This design comes from an exercise in tuning for small area, a short achievable clock period and few clock cycles per item on the open sky130 flow, not from production work.
Only simulation tests tie the RTL to the original design; equivalence was not proved.
No activity file was given, so power comes from the tool's default toggle rates.

==> flow/design.v (excerpt) <==
module cnm_top (
    input  logic               clk,
    input  logic               rst,
    input  logic               in_valid,
    input  logic signed [7:0]  rea,
    input  logic signed [7:0]  ima,
    input  logic signed [7:0]  req,
    input  logic signed [7:0]  imq,
    output logic               out_valid,
    output logic signed [15:0] rep,
    output logic signed [15:0] imp
);
Size in the first run: roughly 820 cells after synthesis, ~68 I/O pins, roughly 9800 um2 of cells after synthesis.
clock: 7.0 ns
lec_check: 0
cap_margin: 20
core_margin: 2
core_utilization: 40
cts_buf_list: sky130_fd_sc_hd__clkbuf_4 sky130_fd_sc_hd__clkbuf_8
setup_slack_margin: 4.5
slew_margin: 20
synth_hierarchical: 1
standard.sh (not shown) runs the stock make flow with config.mk's settings and CLKGATE_MAP_FILE= SYNTH_SCRIPT=/design/flow/synth_recipe.tcl, a recipe that flattens the netlist after the stock synthesis.
==> flow/flow/run.sh <==
#!/bin/bash
# Own layout flow: the standard flow (standard synthesis, same steps and
# settings) with two changes:
#  - the port buffers are the small sky130 buf_1 cell instead of the delay
#    cell buffer_ports picks by default (every input and output port still
#    gets its own buffer; repair may resize them);
#  - clock tree synthesis adds no dummy loads.
set -euo pipefail
export BUFFER_PORTS_ARGS="-buffer_cell sky130_fd_sc_hd__buf_1"
export CTS_ARGS="-sink_clustering_enable -repair_clock_nets -dont_use_dummy_load -buf_list {sky130_fd_sc_hd__clkbuf_4 sky130_fd_sc_hd__clkbuf_8 sky130_fd_sc_hd__clkbuf_16} -sink_clustering_size 30 -sink_clustering_max_diameter 100"
bash standard.sh > flow_make.log 2>&1
Testbench counts at the start, summed over its fixed seeds: cycles 16,024, items 16,000.
==> next run, changes <==
--- a/flow/flow/run.sh
+++ b/flow/flow/run.sh
@@ -9,3 +9,3 @@
 export BUFFER_PORTS_ARGS="-buffer_cell sky130_fd_sc_hd__buf_1"
-export CTS_ARGS="-sink_clustering_enable -repair_clock_nets -dont_use_dummy_load -buf_list {sky130_fd_sc_hd__clkbuf_4 sky130_fd_sc_hd__clkbuf_8 sky130_fd_sc_hd__clkbuf_16} -sink_clustering_size 30 -sink_clustering_max_diameter 100"
+export CTS_ARGS="-sink_clustering_enable -repair_clock_nets -dont_use_dummy_load -buf_list {sky130_fd_sc_hd__clkbuf_8}"
 bash standard.sh > flow_make.log 2>&1
Effect:
- setup slack degrades by 0.014 ns
- wire length hardly moves
- critical path depth is unchanged
==> next run, changes <==
==> flow/flow/run.sh (replaced) <==
#!/bin/bash
# Own layout flow: the standard flow (standard synthesis, same steps and
# settings) with these changes:
#  - after the floorplan step, combinational cells that synthesis mapped at a
#    larger drive strength are set back to drive strength 1 (downsize.tcl);
#    the standard repair steps that follow upsize where timing needs it;
#  - the port buffers are the small sky130 buf_1 cell instead of the delay
#    cell buffer_ports picks by default (every input and output port still
#    gets its own buffer; repair may resize them);
#  - clock tree synthesis adds no dummy loads.
set -euo pipefail
export BUFFER_PORTS_ARGS="-buffer_cell sky130_fd_sc_hd__buf_1"
export CTS_ARGS="-sink_clustering_enable -repair_clock_nets -dont_use_dummy_load -buf_list {sky130_fd_sc_hd__clkbuf_4 sky130_fd_sc_hd__clkbuf_8}"
bash standard.sh floorplan > flow_make_floorplan.log 2>&1
RESULTS=orfs/results/$FLOW_PLATFORM/cnm_top/base \
LIB=$FLOW_HOME/platforms/$FLOW_PLATFORM/lib/sky130_fd_sc_hd__tt_025C_1v80.lib \
  openroad -no_init -exit flow/downsize.tcl > downsize.log 2>&1
touch orfs/results/$FLOW_PLATFORM/cnm_top/base/2_floorplan.odb
bash standard.sh > flow_make.log 2>&1
==> flow/flow/downsize.tcl (new file) <==
# Set every combinational cell of the synthesized, floorplanned design to its
# drive-strength-1 variant (same function and footprint family). The flow's
# later repair steps upsize again where timing needs it. Registers, clock and
# tap cells are left alone.
set results $::env(RESULTS)
read_liberty $::env(LIB)
read_db $results/2_floorplan.odb
set n 0
foreach inst [get_cells *] {
  set ref [get_property $inst ref_name]
  if {![regexp {^(sky130_fd_sc_hd__([a-z0-9]+))_([0-9]+)$} $ref -> base fn drive]} continue
  if {$drive <= 1} continue
  if {[regexp {^(df|ed|sd|dl|clk|tap|fill|decap|conb|probe|lpflow|buf|inv|bufinv|dly)} $fn]} continue
  set lc [get_lib_cells -quiet ${base}_1]
  if {$lc eq ""} continue
  replace_cell $inst $lc
  incr n
}
puts "downsized $n cells"
write_db $results/2_floorplan.odb
Result:
- The changed run completed without violations
- via count is lower by 0.81%
- design area is lower by 3.4%
- clock power falls by about 4%
- count of clock-buffer cells in the layout stays the same
- area after synthesis does not change
- critical path depth stays the same
- synthesized cell count does not change
- routed wire length falls by 3.8%
- setup slack got worse by 0.029 ns
- cell count went down by 1.6%
- total power is about the same
==> next run, changes <==
==> flow/flow/run.sh (replaced) <==
#!/bin/bash
# Own layout flow: the standard flow (standard synthesis, same steps and
# settings) with two changes:
#  - the port buffers are the small sky130 buf_1 cell instead of the delay
#    cell buffer_ports picks by default (every input and output port still
#    gets its own buffer; repair may resize them);
#  - clock tree synthesis adds no dummy loads.
set -euo pipefail
export BUFFER_PORTS_ARGS="-buffer_cell sky130_fd_sc_hd__buf_1"
export CTS_ARGS="-sink_clustering_enable -repair_clock_nets -dont_use_dummy_load -buf_list {sky130_fd_sc_hd__clkbuf_4}"
bash standard.sh > flow_make.log 2>&1
Settings changed: CAP_MARGIN 20 to 5, SLEW_MARGIN 20 to 5.
removed: flow/flow/downsize.tcl
Result:
- cell area goes up by a few percent
- synthesized cell count stays the same
- combinational power barely changes
- core utilization goes up by 1.3 points

========
cnm_top, a different RTL version from the one above (not shown whole).
Size: roughly 97 flip-flops, roughly 9200 µm² of cells after synthesis.
Settings: LEC_CHECK=0, CAP_MARGIN=20, CORE_MARGIN=2, CORE_UTILIZATION=40, SETUP_SLACK_MARGIN=3.6, SLEW_MARGIN=20, SYNTH_HIERARCHICAL=1; clock period 7.0 ns.
run.sh (not shown) runs the stock make flow with config.mk's settings and CLKGATE_MAP_FILE= SYNTH_SCRIPT=/design/flow/synth_recipe.tcl, a recipe that flattens the netlist after the stock synthesis.
Stock flow here: none of the scripts above is used.
Testbench counts at the start, summed over its fixed seeds: cycles 16,016, items 16,000.
Next try:
- SETUP_SLACK_MARGIN: 3.6 -> 3.0
After rerunning:
- design area drops by 8.1%
- utilization drops by 4.2 points
- global-route usage drops by 2.0 points
- die area stays the same
- clock skew hardly moves
- combinational power drops by 12%
- final cell count drops by 4.6%
- total power drops by 7.3%
Next try:
- SETUP_SLACK_MARGIN: 3.0 -> default
Outcome: The changed run completed without violations; wire length is lower by a few percent; total power is lower by a few percent; combinational power is lower by a few percent; sequential cell count is unchanged; die area stays the same.

## what the ideal ports hide
No port has a modelled driver above. Below, the same layouts with a new extraction and two added sets of constraints.
Step 1 (the two cells are an assumption about what drives the block):
set clk [get_ports {clk}]
set_driving_cell -lib_cell sky130_fd_sc_hd__clkbuf_16 $clk
set_driving_cell -lib_cell sky130_fd_sc_hd__buf_2 [delete_from_list [all_inputs] $clk]
Step 2 also shifts input and output timing later by t, the mid clock arrival at the registers, as if the neighbouring blocks saw the same clock.
Three values: no drivers, after step 1, after step 2; two values: the first two.
| run | t, ns | setup slack, ns | worst setup path after step 2 | slew at the worst register clock pin (ns) |
|---|---|---|---|---|
| the first run of note 1 | 0.465 | 4.610 / 4.610 / 4.610 | register to register | 0.06 / 0.06 |
| the second run of note 1 | 0.492 | 4.597 / 4.597 / 4.597 | register to register | 0.08 / 0.08 |
| the third run of note 1 | 0.472 | 4.567 / 4.567 / 4.567 | register to register | 0.09 / 0.09 |
| the fourth run of note 1 | 0.575 | 4.591 / 4.556 / 4.591 | register to register | 0.12 / 0.12 |
| the first run of note 2 | 0.394 | 3.098 / 3.051 / 3.337 | register to register | 0.07 / 0.07 |
| the second run of note 2 | 0.390 | 3.033 / 2.991 / 3.126 | register to register | 0.07 / 0.07 |
| the third run of note 2 | 0.390 | 2.500 / 2.458 / 2.830 | register to register | 0.07 / 0.07 |
After both steps every run listed still meets setup and hold.
